This design comes from an exercise in tuning for small area, a short achievable clock period and few clock cycles on the open sky130 flow, not from production work.
Only simulation tests tie the RTL to the original design; equivalence was not proved.
No activity file was given, so power comes from the tool's default toggle rates.

==> flow/design.v <==
module ALU (
    input  [31:0] a, op2, b, ld,
    input         lda, ldb, lds, inv, slt, jal,
    input  [31:0] pc4,
    output [31:0] res,
    output [31:0] sdata
);
    wire [31:0] x_a = lda ? ld : a;
    wire [31:0] x_b = (ldb ? ld : op2) ^ {32{inv}};
    wire [32:0] sum = {1'b0, x_a} + {1'b0, x_b} + {32'd0, inv};
    wire        lt  = ~sum[32];
    assign res   = jal ? pc4 : slt ? {31'd0, lt} : sum[31:0];
    assign sdata = lds ? ld : b;
endmodule
module RegFile (
    input  [4:0]        ra, rb,
    input  [32*31-1:0]  rf,
    output [31:0]       da, db
);
    wire [31:0] regs [0:31];
    assign regs[0] = 32'd0;
    genvar i;
    generate
        for (i = 1; i < 32; i = i + 1) begin : g
            assign regs[i] = rf[32*(i-1) +: 32];
        end
    endgenerate
    assign da = regs[ra];
    assign db = regs[rb];
endmodule
module New_PC (
    input  [7:0]  z,
    input         jr, jmp, beq, bne,
    input  [31:0] a, tgt, pc4,
    output [31:0] next_pc
);
    wire eq = &z;
    wire [31:0] pc_eq = jr ? a : (jmp | beq) ? tgt : pc4;
    wire [31:0] pc_ne = jr ? a : (jmp | bne) ? tgt : pc4;
    assign next_pc = eq ? pc_eq : pc_ne;
endmodule
module Controller (
    input  [31:0] inst,
    input  [4:0]  e_rd,
    input         e_we, e_lw,
    input  [4:0]  m_rd,
    input         m_we,
    output [4:0]  dest,
    output        f_we, use_imm, use_tgt, inv, slt, lw, sw, beq, bne, jr, jmp, jal, is_j,
    output        hit_a, hit_b, ma, mb, stall, lda, ldb, lds
);
    wire [5:0] op = inst[31:26];
    wire [5:0] fn = inst[5:0];
    wire [4:0] rs = inst[25:21];
    wire [4:0] rt = inst[20:16];
    wire [4:0] rd = inst[15:11];
    wire is_r   = (op == 6'b000000);
    wire f_add  = is_r & (fn == 6'b100000);
    wire f_sub  = is_r & (fn == 6'b100010);
    wire f_sltr = is_r & (fn == 6'b101010);
    assign jr   = is_r & (fn == 6'b001000);
    wire f_addi = (op == 6'b001000);
    wire f_slti = (op == 6'b001010);
    assign lw   = (op == 6'b100011);
    assign sw   = (op == 6'b101011);
    assign beq  = (op == 6'b000100);
    assign bne  = (op == 6'b000101);
    wire f_j    = (op == 6'b000010);
    assign jal  = (op == 6'b000011);
    assign is_j = f_j | jal;
    assign jmp  = is_j;
    assign dest    = jal ? 5'd31 : (is_r ? rd : rt);
    assign f_we    = (f_add | f_sub | f_sltr | f_addi | f_slti | lw | jal) & (dest != 5'd0);
    assign use_imm = f_addi | f_slti | lw | sw;
    assign use_tgt = beq | bne | is_j;
    assign inv     = f_sub | f_sltr | f_slti;
    assign slt     = f_sltr | f_slti;
    assign hit_a = e_we & (e_rd == rs);
    assign hit_b = e_we & (e_rd == rt);
    assign ma    = m_we & (m_rd == rs);
    assign mb    = m_we & (m_rd == rt);
    assign stall = e_lw & (((beq | bne | jr) & hit_a) | ((beq | bne) & hit_b));
    assign lda   = e_lw & hit_a;
    assign ldb   = e_lw & hit_b & ~use_imm & ~use_tgt;
    assign lds   = e_lw & hit_b & sw;
endmodule
module ForwardingUnit (
    input  [31:0] ra, rb,
    input  [31:0] e_res, m_wb,
    input         hit_a, ma, hit_b, mb,
    input  [31:0] simm, tgt,
    input         use_imm, use_tgt,
    output [31:0] a_val, b_val, op2,
    output [7:0]  z
);
    assign a_val = hit_a ? e_res : ma ? m_wb : ra;
    assign b_val = hit_b ? e_res : mb ? m_wb : rb;
    assign op2   = use_tgt ? tgt : use_imm ? simm : b_val;
    wire [31:0] d = a_val ^ b_val;
    genvar k;
    generate
        for (k = 0; k < 8; k = k + 1) begin : g
            assign z[k] = ~|d[4*k+3:4*k];
        end
    endgenerate
endmodule
module pipeline_dp (
    input  [31:0] pc,
    input  [31:0] inst,
    input         is_j, stall,
    output [31:0] pc4_next,
    output [31:0] tgt
);
    wire [31:0] pc4  = {pc[31:2] + 30'd1, pc[1:0]};
    wire [3:0]  pc8h = pc[31:28] + {3'd0, &pc[27:3]};
    wire [29:0] off  = {{14{inst[15]}}, inst[15:0]};
    wire [29:0] bsum = pc[31:2] + off + 30'd1;
    assign tgt      = is_j ? {pc8h, inst[25:0], 2'b00} : {bsum, pc[1:0]};
    assign pc4_next = stall ? pc : pc4;
endmodule
module MIPS_pipeline (
    input clk, rst,
    output [31:0] imem_addr,
    input  [31:0] imem_rdata,
    output [31:0] dmem_addr,
    output [31:0] dmem_wdata,
    output dmem_rd_en,
    output dmem_wr_en,
    input  [31:0] dmem_rdata
);
    reg [31:0] e_a;       
    reg [31:0] e_b;       
    reg [31:0] e_op2;     
    reg [31:0] e_pc4;     
    reg [7:0]  e_z;       
    reg        e_inv, e_beq, e_bne, e_jmp, e_jr, e_lw, e_sw, e_jal, e_slt, e_we;
    reg        e_lda, e_ldb, e_lds;
    reg [4:0]  e_rd;
    reg [31:0] m_res;     
    reg [31:0] m_wdata;
    reg        m_lw, m_sw, m_we;
    reg [4:0]  m_rd;
    assign dmem_addr  = m_res;
    assign dmem_wdata = m_wdata;
    assign dmem_rd_en = m_lw;
    assign dmem_wr_en = m_sw;
    wire [31:0] m_wb = m_lw ? dmem_rdata : m_res;
    reg [31:0] rf [1:31];
    wire [32*31-1:0] rf_flat;
    genvar gi;
    generate
        for (gi = 1; gi < 32; gi = gi + 1) begin : g_rf
            always @(posedge clk)
                if (m_we && m_rd == gi) rf[gi] <= m_wb;
            assign rf_flat[32*(gi-1) +: 32] = rf[gi];
        end
    endgenerate
    wire [31:0] e_res, x_s;
    ALU alu (.a(e_a), .op2(e_op2), .b(e_b), .ld(dmem_rdata), .lda(e_lda), .ldb(e_ldb), .lds(e_lds),
             .inv(e_inv), .slt(e_slt), .jal(e_jal), .pc4(e_pc4), .res(e_res), .sdata(x_s));
    wire [31:0] next_pc;
    New_PC npc (.z(e_z), .jr(e_jr), .jmp(e_jmp), .beq(e_beq), .bne(e_bne),
                .a(e_a), .tgt(e_op2), .pc4(e_pc4), .next_pc(next_pc));
    assign imem_addr = next_pc;
    wire [31:0] inst = imem_rdata;
    wire [31:0] simm = {{16{inst[15]}}, inst[15:0]};
    wire [4:0]  dest;
    wire f_we, use_imm, use_tgt, inv, slt, lw, sw, beq, bne, jr, jmp, jal, is_j;
    wire hit_a, hit_b, ma, mb, stall, lda, ldb, lds;
    Controller ctl (.inst(inst), .e_rd(e_rd), .e_we(e_we), .e_lw(e_lw), .m_rd(m_rd), .m_we(m_we),
                    .dest(dest), .f_we(f_we), .use_imm(use_imm), .use_tgt(use_tgt), .inv(inv), .slt(slt),
                    .lw(lw), .sw(sw), .beq(beq), .bne(bne), .jr(jr), .jmp(jmp), .jal(jal), .is_j(is_j),
                    .hit_a(hit_a), .hit_b(hit_b), .ma(ma), .mb(mb), .stall(stall),
                    .lda(lda), .ldb(ldb), .lds(lds));
    wire [31:0] ra, rb;
    RegFile rfr (.ra(inst[25:21]), .rb(inst[20:16]), .rf(rf_flat), .da(ra), .db(rb));
    wire [31:0] pc4_next, tgt;
    pipeline_dp fpc (.pc(next_pc), .inst(inst), .is_j(is_j), .stall(stall), .pc4_next(pc4_next), .tgt(tgt));
    wire [31:0] a_val, b_val, op2;
    wire [7:0]  z;
    ForwardingUnit fwd (.ra(ra), .rb(rb), .e_res(e_res), .m_wb(m_wb), .hit_a(hit_a), .ma(ma),
                        .hit_b(hit_b), .mb(mb), .simm(simm), .tgt(tgt), .use_imm(use_imm),
                        .use_tgt(use_tgt), .a_val(a_val), .b_val(b_val), .op2(op2), .z(z));
    always @(posedge clk) begin
        e_a   <= a_val;
        e_b   <= b_val;
        e_op2 <= op2;
        e_z   <= z;
        m_res   <= e_res;
        m_wdata <= x_s;
    end
    always @(posedge clk or posedge rst) begin
        if (rst) begin
            e_pc4 <= 32'd0;
            e_inv <= 1'b0;
            e_beq <= 1'b0; e_bne <= 1'b0; e_jmp <= 1'b0; e_jr <= 1'b0;
            e_lw  <= 1'b0; e_sw  <= 1'b0; e_jal <= 1'b0; e_slt <= 1'b0;
            e_we  <= 1'b0;
            e_lda <= 1'b0; e_ldb <= 1'b0; e_lds <= 1'b0;
            e_rd  <= 5'd0;
            m_lw  <= 1'b0; m_sw <= 1'b0; m_we <= 1'b0;
            m_rd  <= 5'd0;
        end else begin
            e_pc4 <= pc4_next;
            if (stall) begin
                e_inv <= 1'b0;
                e_beq <= 1'b0; e_bne <= 1'b0; e_jmp <= 1'b0; e_jr <= 1'b0;
                e_lw  <= 1'b0; e_sw  <= 1'b0; e_jal <= 1'b0; e_slt <= 1'b0;
                e_we  <= 1'b0;
                e_lda <= 1'b0; e_ldb <= 1'b0; e_lds <= 1'b0;
            end else begin
                e_inv <= inv;
                e_beq <= beq; e_bne <= bne; e_jmp <= jmp; e_jr <= jr;
                e_lw  <= lw;  e_sw  <= sw;  e_jal <= jal; e_slt <= slt;
                e_we  <= f_we;
                e_lda <= lda; e_ldb <= ldb; e_lds <= lds;
            end
            e_rd  <= dest;
            m_lw  <= e_lw; m_sw <= e_sw; m_we <= e_we;
            m_rd  <= e_rd;
        end
    end
endmodule
==> flow/run.sh <==
#!/bin/bash
# synth_recipe.tcl (not shown) runs the flow's synth.tcl, then flattens the netlist and writes it again
# the make line also repeats each setting of config.mk as NAME=value (left out here)
make -C /OpenROAD-flow-scripts/flow DESIGN_CONFIG=/design/flow/config.mk WORK_HOME=/design/flow/orfs CLKGATE_MAP_FILE= SYNTH_SCRIPT=/design/flow/synth_recipe.tcl finish
==> flow/config.mk <==
export PLATFORM = sky130hd
export DESIGN_NAME = MIPS_pipeline
export DESIGN_NICKNAME = MIPS_pipeline
export VERILOG_FILES = /design/flow/design.v
export SDC_FILE = /design/flow/constraint.sdc
export NUM_CORES = 8
export LEC_CHECK = 0
export CAP_MARGIN = 20
export CORE_MARGIN = 2
export CORE_UTILIZATION = 40
export SETUP_SLACK_MARGIN = 5
export SLEW_MARGIN = 20
==> flow/constraint.sdc <==
create_clock -name core_clock -period 9.5 [get_ports {clk}]
set_input_delay 1.9000 -clock core_clock [delete_from_list [all_inputs] [get_ports {clk}]]
set_output_delay 1.9000 -clock core_clock [all_outputs]
set_load 0.01 [all_outputs]
==> flow_metrics.py, run 1 <==
metrics = {
    "critical_path": {
        "critical_path.top_delay_family": "buffers and inverters",
        "reg2reg_launch_point": "e_ldb",
        "critical_path_required_ps": 10140,
        "ff_to_ff_setup_slack_ps": 4950,
        "cpPeakStageDelay_ps": 580,
        "cp.buffers_inverters": 4,
        "rr_endpoint": "e_op2[30]",
        "critical_path.most_common_cell": "sky130_fd_sc_hd__buf_4",
        "cp.arrival_ps": 5330,
        "critical_path.max_fanout": 11,
        "crit_path_end_kind": "flop",
        "criticalPathCategory": "input pin to flop",
        "rr_worst_depth": 16,
        "worstPathCellList": "clkdlybuf4s15_2 -> nand3b_1 -> buf_4 -> nor2_4 -> buf_4 -> buf_4 -> a22oi_1 -> nand3_1 -> nor3_1 -> a21oi_1 -> a211oi_1 -> a21oi_2 -> xor2_1 -> nor4_1",
        "cpMaxStageDelayCell": "sky130_fd_sc_hd__a21oi_1",
        "startpoint_type": "input pin",
    },
    "power": {
        "power_per_unit_of_standard_cell_area_nw_per_um2": 230,
        "static-leakage-power_uw": 0.0238,
        "part_of_the_total_power_dissipated_in_the_clock_network_pct": 32.5,
        "final_total_power_uw": 15800,
        "power.share.combinational_pct": 24.0,
        "netSwitchingPower_uw": 4840,
        "worst_ir_drop_vdd_mv": 0.189,
        "cell_internal_pwr_uw": 11000,
        "switching_share_pct": 30.6,
        "seq_power_share_pct": 43.5,
    },
    "sta": {
        "final_period_minus_worst_setup_slack_ps": 4690,
        "rsz_0062_raised_after_global_routing": "true",
        "final-setup-viol-count": 0,
        "slew-limit-headroom_pct": 14.9,
        "final.setup_skew_ps": 55.3,
        "hold_viol_final": 0,
        "final_tns_setup_ps": 0,
        "timing_max_transition_violations_final": 0,
        "timing.fmax_mhz": 213,
        "timing_worst_slew_pin_value_ps": 1270,
        "layout_setup_ws_ps": 4810,
        "finalCritPeriodShare_pct": 49.4,
    },
    "final_layout": {
        "final_cell_mix": "sky130_fd_sc_hd__edfxtp_1 (992), sky130_fd_sc_hd__a22oi_1 (855), sky130_fd_sc_hd__nand2_1 (375)",
        "mostFrequentLayoutCell": "sky130_fd_sc_hd__edfxtp_1",
        "total_nets_final": 4979,
        "final_cell_count_no_fill": 6758,
        "fin_util_pct": 49.8,
        "area_growth_pct": 23.2,
        "post_route_cells_drive_above_1_share_pct": 24.2,
    },
    "cts": {
        "insertion_delay_ps": 790,
        "tritoncts": "yes",
        "htree_levels": 3,
        "clockRootBuffer": "sky130_fd_sc_hd__clkbuf_16",
        "clock_sink_count": 1218,
        "clkTransAtPathRegs_ps": 70,
        "postCtsHoldBufs": 0,
        "numCtsBuffers": 121,
        "clock_path_buffers": 3,
    },
    "global_routing": {
        "number_of_global_route_vias_before_repair": 46037,
        "grt_start_max_net_pins": 65,
        "antenna_violations_before_repair": 9,
        "groute.usage.overall_pct": 37.4,
        "total_gr_overflow": 0,
        "first_pass_grt_wire_length_um": 369000,
    },
    "flow_run": {
        "timing.max_cap.violations": 0,
    },
    "yosys": {
        "yosysTopAreaCell": "sky130_fd_sc_hd__edfxtp_1",
        "synth.avg_cell_area_um2": 12.6,
        "syn-instance-count": 4429,
        "synth_sequential_area_ratio_pct": 62.2,
        "post_synth_main_area_contributors": "sky130_fd_sc_hd__edfxtp_1 (54%), sky130_fd_sc_hd__a22oi_1 (12%), sky130_fd_sc_hd__dfxtp_1 (6.0%), sky130_fd_sc_hd__nand2_1 (2.6%), sky130_fd_sc_hd__dfrtp_1 (2.6%)",
        "synth_top_area_share_pct": 53.5,
        "synthFlopType": "sky130_fd_sc_hd__edfxtp_1",
        "number_of_synthesized_register_bits": 1218,
        "mappedNetlistNets": 4560,
        "number_of_warnings_reported_in_the_yosys_synthesis_log": 3,
        "synth_enable_flop_cells": 992,
        "synth_async_sr_flop_share_pct": 4.76,
        "synthDistinctLibCells": 88,
        "syn_area_um2": 55700,
    },
    "detailed_routing": {
        "drt_pass1_iterations": 17,
        "routed-via-count": 49874,
        "route.detailed.wl_per_inst_um": 41.2,
        "remaining_drc_errors": 0,
        "route.detailed.vias_per_inst": 7.38,
        "antenna_nets_post_route": 0,
        "drt_wl_total_um": 278000,
        "dr.first_iter.drc_count": 12360,
    },
    "floorplan": {
        "placement_rows": 136,
        "initial_utilization_pct": 40.4,
        "floorplan_die_width_um": 377,
        "fp.coreArea_um2": 138000,
        "design.portCount": 164,
        "die_h_um": 377,
        "fp.dieArea_um2": 142000,
    },
    "placement": {
        "pre_cts_slack_ps": 3010,
        "placement.io_buffers": 163,
        "post-place-cells": 6240,
        "place.detailed.hpwl_um": 158000,
        "place_congestion": 1.01,
    },
    "hold_path": {
        "holdPathEnd": "m_sw",
        "hold_path.class": "flop to flop",
        "min_path_cells": 0,
        "worstHoldStart": "e_sw",
    },
    "run_status": {
        "status": "complete, no violations",
    },
}
## flip-flops by register name, summed over array words and instances (netlist names), 5 cells and up
| signal | cells |
|---|---|
| e_z | 8 |
| m_wdata | 32 |
| e_op2 | 32 |
| e_b | 32 |
| e_rd | 5 |
| m_rd | 5 |
| rf | 992 |
| e_a | 32 |
| m_res | 32 |
| e_pc4 | 32 |
## power groups by stage
stage	combinational [uW]	sequential (uW)	clock, uW
5_1_grt	3970	6880	5330
3_5_place_dp	3040	6950	0
3_3_place_gp	3010	6960	0
4_1_cts	3400	6860	5130
6_report	3790	6870	5140
2_1_floorplan	1740	6890	0
## how the worst max path moves through the flow
stage	endpoint	start	depth (start not counted)	slack (ps)
after floorplan	e_z[7]	dmem_rdata[19]	14	4790
after global placement	e_z[4]	imem_rdata[24]	11	2820
after detailed placement	e_z[1]	imem_rdata[18]	14	3010
after CTS	imem_addr[9]	e_z[3]	9	4830
after global routing	e_z[7]	dmem_rdata[11]	17	4730
final	e_z[6]	imem_rdata[23]	14	4810
## cells by family (layout without fill, tap and decap cells)
kind of cell    count (synthesis)  after routing  synth area share [%]
compound gates               1435           1435                  18.7
simple gates                 1012           1014                  8.78
other cells                     0              8                     0
flops                        1218           1218                  62.2
xor+xnor                      166            166                  2.61
fa+ha+maj                      65             65                  1.49
buf+inv                       356            881                  2.83
mux                           177            177                  3.40
## metrics by stage
stage / cell area [um2] / hold WS, ps
global route: 68600 / 358
CTS: 67000 / 358
detailed placement: 60100 / 338
finish: 68600 / 355
global placement: 60100 / 336
floorplan: 55700 / 331
## final cells by class
cell class	count	area [um2]
antenna	8	20.0
clock buffer	155	3280
clock inverter	76	935
fill	11842	69200
inverter	55	210
multi-input combinational	2857	21900
sequential	1218	34600
tap	1794	2240
timing repair buffer	595	5440
## worst register-to-register path, cell delays in order, from the launching register on
cell,delay (ps)
sky130_fd_sc_hd__dfrtp_2,340
sky130_fd_sc_hd__buf_4,640
sky130_fd_sc_hd__nor2_1,150
sky130_fd_sc_hd__a32oi_2,290
sky130_fd_sc_hd__nand3_2,160
sky130_fd_sc_hd__fa_2,440
sky130_fd_sc_hd__a211oi_4,270
sky130_fd_sc_hd__o21ai_2,120
sky130_fd_sc_hd__nand3_2,120
sky130_fd_sc_hd__nor2b_4,280
sky130_fd_sc_hd__o21ai_4,110
sky130_fd_sc_hd__o211a_1,240
sky130_fd_sc_hd__or3_4,340
sky130_fd_sc_hd__a32oi_4,350
sky130_fd_sc_hd__a21oi_4,140
sky130_fd_sc_hd__a221oi_2,290
sky130_fd_sc_hd__o21ai_1,100
## Yosys cell counts (42+ instances only)
master and instances:
sky130_fd_sc_hd__dfrtp_1 58, sky130_fd_sc_hd__o21ai_0 104, sky130_fd_sc_hd__xnor2_1 92, sky130_fd_sc_hd__a222oi_1 44
sky130_fd_sc_hd__a221oi_1 59, sky130_fd_sc_hd__dfxtp_1 168, sky130_fd_sc_hd__inv_1 55, sky130_fd_sc_hd__nand2_1 387
sky130_fd_sc_hd__xor2_1 74, sky130_fd_sc_hd__nand4_1 98, sky130_fd_sc_hd__mux2i_1 83, sky130_fd_sc_hd__a22oi_1 865
sky130_fd_sc_hd__buf_2 112, sky130_fd_sc_hd__ha_1 63, sky130_fd_sc_hd__edfxtp_1 992, sky130_fd_sc_hd__nor3_1 71
sky130_fd_sc_hd__nor2_1 179, sky130_fd_sc_hd__a21oi_1 144, sky130_fd_sc_hd__mux2_2 93, sky130_fd_sc_hd__clkbuf_1 132
sky130_fd_sc_hd__nand3_1 90, sky130_fd_sc_hd__nor4_1 42
## repair_timing
item | 4_1_cts | 5_1_grt
cloned | 3 | 4
gates resized for setup | 469 | 245
setup buffers | 185 | 86
endpoints found under the setup margin | 175 | 77
pin swaps | 137 | 109
## metal layers
metal / up-vias / track usage [%] / routed length (um) / part of all wire [%]
met1: 23927 / 44.7 / 91800 / 33
met2: 5663 / 53.2 / 112000 / 40
li1: 18537 / - / - / -
met4: 17 / 25.2 / 25600 / 9.2
met3: 1730 / 17.8 / 48600 / 17
met5: - / 0.137 / 263 / 0.094
Testbench counts, summed over its fixed seeds: cycles 43,473.
==> run 2, diff against run 1 <==
--- a/flow/design.v
+++ b/flow/design.v
@@ -32,3 +32,3 @@
     input  [7:0]  z,
-    input         jr, jmp, beq, bne,
+    input         jr, xt, xp, yt, yp,
     input  [31:0] a, tgt, pc4,
@@ -37,4 +37,4 @@
     wire eq = &z;
-    wire [31:0] pc_eq = jr ? a : (jmp | beq) ? tgt : pc4;
-    wire [31:0] pc_ne = jr ? a : (jmp | bne) ? tgt : pc4;
+    wire [31:0] pc_eq = ({32{jr}} & a) | ({32{xt}} & tgt) | ({32{xp}} & pc4);
+    wire [31:0] pc_ne = ({32{jr}} & a) | ({32{yt}} & tgt) | ({32{yp}} & pc4);
     assign next_pc = eq ? pc_eq : pc_ne;
@@ -135,3 +135,4 @@
     reg [7:0]  e_z;       
-    reg        e_inv, e_beq, e_bne, e_jmp, e_jr, e_lw, e_sw, e_jal, e_slt, e_we;
+    reg        e_xt, e_xp, e_yt, e_yp;   
+    reg        e_inv, e_jr, e_lw, e_sw, e_jal, e_slt, e_we;
     reg        e_lda, e_ldb, e_lds;
@@ -161,3 +162,3 @@
     wire [31:0] next_pc;
-    New_PC npc (.z(e_z), .jr(e_jr), .jmp(e_jmp), .beq(e_beq), .bne(e_bne),
+    New_PC npc (.z(e_z), .jr(e_jr), .xt(e_xt), .xp(e_xp), .yt(e_yt), .yp(e_yp),
                 .a(e_a), .tgt(e_op2), .pc4(e_pc4), .next_pc(next_pc));
@@ -195,3 +196,3 @@
             e_inv <= 1'b0;
-            e_beq <= 1'b0; e_bne <= 1'b0; e_jmp <= 1'b0; e_jr <= 1'b0;
+            e_xt  <= 1'b0; e_xp  <= 1'b1; e_yt  <= 1'b0; e_yp  <= 1'b1; e_jr <= 1'b0;
             e_lw  <= 1'b0; e_sw  <= 1'b0; e_jal <= 1'b0; e_slt <= 1'b0;
@@ -206,3 +207,3 @@
                 e_inv <= 1'b0;
-                e_beq <= 1'b0; e_bne <= 1'b0; e_jmp <= 1'b0; e_jr <= 1'b0;
+                e_xt  <= 1'b0; e_xp  <= 1'b1; e_yt  <= 1'b0; e_yp  <= 1'b1; e_jr <= 1'b0;
                 e_lw  <= 1'b0; e_sw  <= 1'b0; e_jal <= 1'b0; e_slt <= 1'b0;
@@ -212,3 +213,5 @@
                 e_inv <= inv;
-                e_beq <= beq; e_bne <= bne; e_jmp <= jmp; e_jr <= jr;
+                e_xt  <= jmp | beq;       e_xp <= ~(jr | jmp | beq);
+                e_yt  <= jmp | bne;       e_yp <= ~(jr | jmp | bne);
+                e_jr  <= jr;
                 e_lw  <= lw;  e_sw  <= sw;  e_jal <= jal; e_slt <= slt;
--- a/flow/config.mk
+++ b/flow/config.mk
@@ -10,2 +10,4 @@
 export CORE_UTILIZATION = 40
+export CTS_CLUSTER_DIAMETER = 80
+export CTS_CLUSTER_SIZE = 25
 export SETUP_SLACK_MARGIN = 5
==> flow_metrics.py, run 2 <==
metrics = {
    "floorplan": {
        "design.portCount": 164,
        "fp.coreArea_um2": 140000,
        "fp.dieArea_um2": 144000,
        "placement_rows": 137,
        "die_h_um": 380,
        "initial_utilization_pct": 40.4,
        "floorplan_die_width_um": 380,
    },
    "sta": {
        "final-setup-viol-count": 0,
        "finalCritPeriodShare_pct": 49.7,
        "final_period_minus_worst_setup_slack_ps": 4720,
        "timing_max_transition_violations_final": 0,
        "timing_worst_slew_pin_value_ps": 1190,
        "final_tns_setup_ps": 0,
        "timing.fmax_mhz": 212,
        "final.setup_skew_ps": 35.0,
        "rsz_0062_raised_after_global_routing": "true",
        "layout_setup_ws_ps": 4780,
        "hold_viol_final": 0,
        "final.hold.worst_slack_ps": 355,
        "slew-limit-headroom_pct": 20.8,
    },
    "hold_path": {
        "holdPathEnd": "m_sw",
        "hold_path.class": "flop to flop",
        "min_path_cells": 0,
        "worstHoldStart": "e_sw",
    },
    "critical_path": {
        "rr_worst_depth": 20,
        "worstPathCellList": "buf_4 -> or3b_4 -> nor2_4 -> buf_8 -> a22oi_1 -> nand3_1 -> nor2_1 -> a21oi_2 -> a21oi_1 -> o21ai_1 -> xnor2_1 -> nor4_1",
        "cpPeakStageDelay_ps": 500,
        "reg2reg_launch_point": "e_z[5]",
        "critical_path.max_fanout": 25,
        "cp.arrival_ps": 5380,
        "ff_to_ff_setup_slack_ps": 5000,
        "crit_path_end_kind": "flop",
        "rr_endpoint": "e_op2[31]",
        "cpMaxStageDelayCell": "sky130_fd_sc_hd__or3b_4",
        "critical_path_required_ps": 10160,
        "startpoint_type": "input pin",
        "criticalPathCategory": "input pin to flop",
    },
    "placement": {
        "pre_cts_slack_ps": 2550,
        "placement.io_buffers": 163,
        "place.detailed.hpwl_um": 164000,
        "place_congestion": 1.01,
    },
    "cts": {
        "htree_levels": 2,
        "clockRootBuffer": "sky130_fd_sc_hd__clkbuf_16",
        "clock_path_buffers": 3,
        "insertion_delay_ps": 770,
        "tritoncts": "yes",
        "clkTransAtPathRegs_ps": 100,
        "numCtsBuffers": 59,
        "clock_sink_count": 1219,
    },
    "yosys": {
        "synth_async_sr_flop_share_pct": 4.84,
        "synth_sequential_area_ratio_pct": 61.3,
        "number_of_warnings_reported_in_the_yosys_synthesis_log": 3,
        "post_synth_main_area_contributors": "sky130_fd_sc_hd__edfxtp_1 (53%), sky130_fd_sc_hd__a22oi_1 (11%), sky130_fd_sc_hd__dfxtp_1 (6.0%), sky130_fd_sc_hd__dfrtp_1 (2.5%), sky130_fd_sc_hd__nand2_1 (2.5%)",
        "number_of_synthesized_register_bits": 1219,
        "syn-instance-count": 4512,
        "synth.avg_cell_area_um2": 12.5,
        "ys_top_cells_by_count": "sky130_fd_sc_hd__edfxtp_1 (992), sky130_fd_sc_hd__a22oi_1 (863), sky130_fd_sc_hd__nand2_1 (375)",
        "synthFlopType": "sky130_fd_sc_hd__edfxtp_1",
        "synth_enable_flop_cells": 992,
        "synth_top_area_share_pct": 52.7,
        "mappedNetlistNets": 4643,
        "syn_area_um2": 56500,
        "synth.most_common_cell": "sky130_fd_sc_hd__edfxtp_1",
        "synthDistinctLibCells": 102,
        "yosysTopAreaCell": "sky130_fd_sc_hd__edfxtp_1",
    },
    "global_routing": {
        "grt_start_max_net_pins": 60,
        "groute.usage.overall_pct": 38.7,
        "total_gr_overflow": 0,
        "first_pass_grt_wire_length_um": 389000,
        "antenna_violations_before_repair": 11,
        "number_of_global_route_vias_before_repair": 46139,
    },
    "detailed_routing": {
        "routed-via-count": 50165,
        "route.detailed.wl_per_inst_um": 43.2,
        "drt_wl_total_um": 291000,
        "remaining_drc_errors": 0,
        "drt_pass1_iterations": 17,
        "dr.first_iter.drc_count": 11211,
        "antenna_nets_post_route": 0,
        "route.detailed.vias_per_inst": 7.45,
    },
    "final_layout": {
        "largest_register_ff_count": 992,
        "area_growth_pct": 18.0,
        "final_cell_mix": "sky130_fd_sc_hd__edfxtp_1 (992), sky130_fd_sc_hd__a22oi_1 (848), sky130_fd_sc_hd__nand2_1 (361)",
        "mostFrequentLayoutCell": "sky130_fd_sc_hd__edfxtp_1",
        "registers.top_by_ff_count": "rf",
        "total_nets_final": 4951,
        "post_route_cells_drive_above_1_share_pct": 21.6,
    },
    "power": {
        "worst_ir_drop_vdd_mv": 0.172,
        "power_per_unit_of_standard_cell_area_nw_per_um2": 204,
        "static-leakage-power_uw": 0.0227,
    },
    "run_status": {
        "status": "complete, no violations",
    },
    "flow_run": {
        "timing.max_cap.violations": 0,
    },
}
-- run 2: changes by cell type after synthesis, sizes merged, moves of 14 or more --
| cell | previous run | this run |
|---|---|---|
| a221oi | 61 | 136 |
| buf | 169 | 207 |
| mux2i | 83 | 54 |
| clkbuf | 132 | 107 |
| o21ai | 132 | 109 |
| nor2 | 186 | 208 |
| inv | 55 | 70 |
| nand4 | 98 | 112 |
-- run 2: power by group --
part | switching (uW) | internal (uW) | leakage [uW]
logic | 2430 | 1230 | 0.0107
registers | 249 | 6660 | 0.0111
clock network | 1820 | 1220 | 0.000874
total | 4490 | 9110 | 0.0227
-- run 2: layout make-up --
cell class	instances	area [um2]
multi-input cells	2910	22300
fillers	12395	73200
clock buffers	71	1540
inverters	71	270
diodes	11	27.5
flip-flops and latches	1219	34700
clock inverters	19	230
repair buffers	559	5220
well taps	1876	2350
-- run 2: cells by family after synthesis --
kind of cell               Yosys count  share of synthesized area (%)
and+or+nand+nor                   1032                           8.90
AOI/OAI and AO/OA                 1497                           19.7
xor gates and xnor gates           164                           2.54
muxes                              150                           2.87
adders and majority gates           65                           1.47
buffers and inverters              385                           3.26
DFF                               1219                           61.3
-- run 2: worst max-delay path, delay by kind of cell --
family / cells / cell delay, ps
compound gates: 4 / 1130
xor+xnor: 1 / 180
buf+inv: 2 / 700
simple gates: 5 / 1410
-- run 2: worst max-delay path by stage --
stage	startpoint	end	slack, ps	cells past startpoint
final	imem_rdata[23]	e_z[0]	4780	12
after global routing	imem_rdata[13]	e_op2[31]	4840	13
after CTS	e_z[7]	imem_addr[15]	4930	9
after detailed placement	imem_rdata[23]	e_z[0]	2550	13
after global placement	imem_rdata[21]	e_z[3]	2570	13
after floorplan	dmem_rdata[0]	e_z[4]	4970	15
-- run 2: per-stage QoR --
| stage | power (uW) | cells | utilization [%] | instance area, um2 |
|---|---|---|---|---|
| after CTS | 13300 | 6676 | 46.9 | 65600 |
| after global placement | 10100 | 6404 | 43.7 | 61100 |
| after global routing | 13900 | 6725 | 47.6 | 66600 |
| after detailed placement | 10100 | 6404 | 43.7 | 61100 |
| after floorplan | 8640 | 4512 | - | 56700 |
| final | 13600 | 6736 | 47.6 | 66600 |
-- run 2: timing repair --
action	4_1_cts	5_1_grt
endpoints found under the setup margin	181	76
resized for setup	434	229
pin swaps	101	84
setup buffers	177	48
hold buffers	0	0
gates cloned	5	1
-- run 2: metal layers --
metal	global-route usage, %	wire length (um)
met1	46.4	95200
met2	55.0	116000
met3	17.4	49900
met4	27.9	29300
met5	0	223
Testbench counts of run 2, summed over its fixed seeds: cycles 43,473.
==> run 3, diff against run 2 <==
==> flow/flow/run.sh (new file) <==
#!/bin/bash
# Standard ORFS layout, with the port buffers inserted as buf_4 cells
# (the default choice is a slow delay buffer). The make output goes to
# flow_make.log in this folder.
set -euo pipefail
bash standard.sh "BUFFER_PORTS_ARGS=-buffer_cell sky130_fd_sc_hd__buf_4" finish > flow_make.log 2>&1
==> flow/standard.sh (new file) <==
#!/bin/bash
# synth_recipe.tcl (not shown) runs the flow's synth.tcl, then flattens the netlist and writes it again
# the make line also repeats each setting of config.mk as NAME=value (left out here)
make -C /OpenROAD-flow-scripts/flow DESIGN_CONFIG=/design/flow/config.mk WORK_HOME=/design/flow/orfs CLKGATE_MAP_FILE= SYNTH_SCRIPT=/design/flow/synth_recipe.tcl "${@:-finish}"
removed: flow/run.sh
==> flow_metrics.py, run 3 <==
metrics = {
    "power": {
        "power_per_unit_of_standard_cell_area_nw_per_um2": 212,
        "cell_internal_pwr_uw": 9310,
        "final_total_power_uw": 13800,
        "static-leakage-power_uw": 0.0221,
        "worst_ir_drop_vdd_mv": 0.135,
        "seq_power_share_pct": 49.8,
        "part_of_the_total_power_dissipated_in_the_clock_network_pct": 25.1,
        "netSwitchingPower_uw": 4520,
        "power.share.combinational_pct": 25.1,
        "switching_share_pct": 32.7,
    },
    "yosys": {
        "synthFlopType": "sky130_fd_sc_hd__edfxtp_1",
        "number_of_synthesized_register_bits": 1219,
        "synth_enable_flop_cells": 992,
        "number_of_warnings_reported_in_the_yosys_synthesis_log": 3,
        "synth_top_area_share_pct": 52.7,
        "synth_top_family_by_area": "compound AO/OA/AOI/OAI gates",
        "synthSimpleGateAreaFrac_pct": 8.90,
        "synth.avg_cell_area_um2": 12.5,
        "yosysTopAreaCell": "sky130_fd_sc_hd__edfxtp_1",
        "syn-instance-count": 4512,
        "synth_compound_gate_area_share_pct": 19.7,
        "synth.most_common_cell": "sky130_fd_sc_hd__edfxtp_1",
        "synth_sequential_area_ratio_pct": 61.3,
        "ys_top_cells_by_count": "sky130_fd_sc_hd__edfxtp_1 (992), sky130_fd_sc_hd__a22oi_1 (863), sky130_fd_sc_hd__nand2_1 (375)",
        "synthMuxAreaShare_pct": 2.87,
        "synthAdderAreaFrac_pct": 1.47,
        "synth_async_sr_flop_share_pct": 4.84,
        "post_synth_main_area_contributors": "sky130_fd_sc_hd__edfxtp_1 (53%), sky130_fd_sc_hd__a22oi_1 (11%), sky130_fd_sc_hd__dfxtp_1 (6.0%), sky130_fd_sc_hd__dfrtp_1 (2.5%), sky130_fd_sc_hd__nand2_1 (2.5%)",
        "synthXorXnorAreaFrac_pct": 2.54,
        "synthDistinctLibCells": 102,
        "syn_area_um2": 56500,
        "mappedNetlistNets": 4643,
    },
    "critical_path": {
        "cpMaxStageDelayCell": "sky130_fd_sc_hd__or3_1",
        "timing.critical_path.from": "imem_rdata[22]",
        "worstPathCellList": "buf_4 -> or3_1 -> nor2_4 -> buf_6 -> a22oi_1 -> nand2_1 -> nor3_1 -> a21oi_1 -> a211oi_1 -> a21oi_1 -> xnor2_1 -> nor4_1",
        "critical_path.max_fanout": 28,
        "reg2reg_launch_point": "e_ldb",
        "critical_path.most_common_cell": "sky130_fd_sc_hd__a21oi_1",
        "criticalPathCategory": "input pin to flop",
        "rr_endpoint": "e_op2[26]",
        "cp.buffers_inverters": 2,
        "startpoint_type": "input pin",
        "rr_worst_depth": 18,
        "crit_path_end_kind": "flop",
        "ff_to_ff_setup_slack_ps": 5010,
        "cp.arrival_ps": 5240,
        "critical_path_required_ps": 10110,
        "critical_path.top_delay_family": "simple AND/OR/NAND/NOR gates",
        "cpPeakStageDelay_ps": 570,
    },
    "sta": {
        "hold_viol_final": 0,
        "timing_worst_slew_pin_value_ps": 1310,
        "timing_max_transition_violations_final": 0,
        "final-setup-viol-count": 0,
        "final_period_minus_worst_setup_slack_ps": 4620,
        "final_tns_setup_ps": 0,
        "finalCritPeriodShare_pct": 48.7,
        "slew-limit-headroom_pct": 12.1,
        "final.setup_skew_ps": 35.9,
        "timing.fmax_mhz": 216,
        "rsz_0062_raised_after_global_routing": "true",
    },
    "global_routing": {
        "grt_start_max_net_pins": 60,
        "number_of_global_route_vias_before_repair": 45666,
        "antenna_violations_before_repair": 12,
        "total_gr_overflow": 0,
        "groute.usage.overall_pct": 38.0,
        "first_pass_grt_wire_length_um": 382000,
    },
    "cts": {
        "clockRootBuffer": "sky130_fd_sc_hd__clkbuf_16",
        "htree_levels": 3,
        "clock_sink_count": 1219,
        "insertion_delay_ps": 730,
        "numCtsBuffers": 68,
        "tritoncts": "yes",
        "postCtsHoldBufs": 0,
        "clock_path_buffers": 3,
        "clkTransAtPathRegs_ps": 100,
    },
    "floorplan": {
        "fp.coreArea_um2": 140000,
        "placement_rows": 137,
        "design.portCount": 164,
        "initial_utilization_pct": 40.4,
        "fp.dieArea_um2": 144000,
        "floorplan_die_width_um": 380,
        "die_h_um": 380,
    },
    "placement": {
        "place.detailed.hpwl_um": 164000,
        "placement.io_buffers": 163,
        "place_congestion": 0.997,
    },
    "final_layout": {
        "area_growth_pct": 15.3,
        "final_cell_mix": "sky130_fd_sc_hd__edfxtp_1 (992), sky130_fd_sc_hd__a22oi_1 (855), sky130_fd_sc_hd__buf_4 (372)",
        "post_route_cells_drive_above_1_share_pct": 20.5,
        "fin_util_pct": 46.6,
        "total_nets_final": 4841,
        "registers.top_by_ff_count": "rf",
        "largest_register_ff_count": 992,
        "mostFrequentLayoutCell": "sky130_fd_sc_hd__edfxtp_1",
    },
    "detailed_routing": {
        "antenna_nets_post_route": 0,
        "drt_wl_total_um": 287000,
        "drt_pass1_iterations": 13,
        "route.detailed.wl_per_inst_um": 43.2,
        "routed-via-count": 49367,
        "dr.first_iter.drc_count": 10949,
        "remaining_drc_errors": 0,
        "route.detailed.vias_per_inst": 7.44,
    },
    "run_status": {
        "status": "complete, no violations",
    },
    "hold_path": {
        "hold_path.class": "flop to flop",
        "worstHoldStart": "e_sw",
        "min_path_cells": 0,
        "holdPathEnd": "m_sw",
    },
    "flow_run": {
        "timing.max_cap.violations": 0,
    },
}
==> run 3: changes by cell type in the layout (fill, tap and decap cells not counted), moves of 12 or more <==
| cell | change |
|---|---|
| sky130_fd_sc_hd__a221oi_2 | -22 |
| sky130_fd_sc_hd__clkdlybuf4s50_1 | -84 |
| sky130_fd_sc_hd__a221oi_1 | +29 |
| sky130_fd_sc_hd__clkbuf_16 | +12 |
| sky130_fd_sc_hd__buf_4 | +67 |
| sky130_fd_sc_hd__clkbuf_2 | -24 |
| sky130_fd_sc_hd__dlygate4sd2_1 | -15 |
| sky130_fd_sc_hd__buf_12 | -16 |
| sky130_fd_sc_hd__o21ai_0 | +13 |
==> run 3: worst max-delay path by stage <==
stage	slack [ps]	end	depth (start not counted)
after CTS	4950	e_z[7]	15
after floorplan	4970	e_z[4]	15
after detailed placement	3370	e_op2[4]	12
final	4880	e_z[1]	12
after global placement	3370	e_op2[4]	12
after global routing	4850	e_z[7]	19
==> run 3: cells by family (layout without fill, tap and decap cells) <==
group	count (synthesis)	count (layout)
buffers and inverters	385	618
flip-flops	1219	1219
other	0	10
AND/OR/NAND/NOR	1032	1035
adder cells (fa/ha/maj)	65	65
multiplexers	150	150
XOR/XNOR	164	164
AO/OA/AOI/OAI	1497	1497
==> run 3: layout make-up <==
type                    count  area (um2)
fillers                 12508       74700
flip-flops and latches   1219       34700
multi-input cells        2911       21900
repair buffers            439        3740
well taps                1876        2350
clock buffers              77        1800
clock inverters            31         438
inverters                  71         269
diodes                     10        25.0
==> run 3: per-stage QoR <==
step           cells  area [um2]  hold WS [ps]  setup slack, ps
3_3_place_gp    6381       60500           339             3370
6_report        6634       65100           363             4880
5_1_grt         6627       65100           364             4850
4_1_cts         6583       64100           362             4950
2_1_floorplan   4512       56700           331             4970
3_5_place_dp    6381       60500           340             3370
==> run 3: per-layer routing <==
| layer | global-route usage [%] | vias up | wire [um] |
|---|---|---|---|
| li1 | - | 18448 | - |
| met1 | 47.5 | 24018 | 97000 |
| met2 | 55.0 | 5389 | 118000 |
| met3 | 14.3 | 1498 | 46800 |
| met4 | 24.8 | 14 | 24900 |
| met5 | 0.694 | - | 236 |
==> run 3: repair_timing <==
action | in CTS | in global routing
buffers inserted | 91 | 40
endpoints found under the setup margin | 118 | 52
pin swaps | 59 | 58
hold endpoints to repair | 0 | 0
gates cloned | 3 | 1
gates resized for setup | 135 | 132
==> run 3: power groups by stage <==
stage / Clock [uW] / Combinational (uW) / Sequential (uW)
CTS: 3460 / 3160 / 6870
floorplan: 0 / 1740 / 6900
global route: 3640 / 3640 / 6900
detailed placement: 0 / 3040 / 6980
global placement: 0 / 3030 / 6990
finish: 3470 / 3470 / 6890

## separate check: timing with driven ports
How much do the figures lean on ideal ports? The routed layouts below were timed once more, with nothing changed but the port constraints.
Step 1 assumes that a clkbuf_16 drives the clock port and a buf_2 every other input.
Step 2, shift: input delay + t, output delay - t, t = (earliest + latest rising clock arrival at the registers) / 2. This alone moves slack from input paths to output paths.
Slacks: ideal / step 1 / step 2; pairs: ideal / step 1.
run | t, ns | slack for setup (ns) | hold slack, ns | pins driven straight from the clock port
run 1 | 0.843 | 4.811 / 4.778 / 4.022 | 0.355 / 0.355 / 0.355 | 1
run 2 | 0.828 | 4.778 / 4.830 / 4.003 | 0.355 / 0.355 / 0.355 | 1
run 3 | 0.781 | 4.876 / 4.870 / 4.089 | 0.363 / 0.363 / 0.363 | 1
After both steps every run listed still meets setup and hold. The setup slack of run 1, which loses most, moves by -0.033 ns with the drivers and by -0.789 ns with both steps.
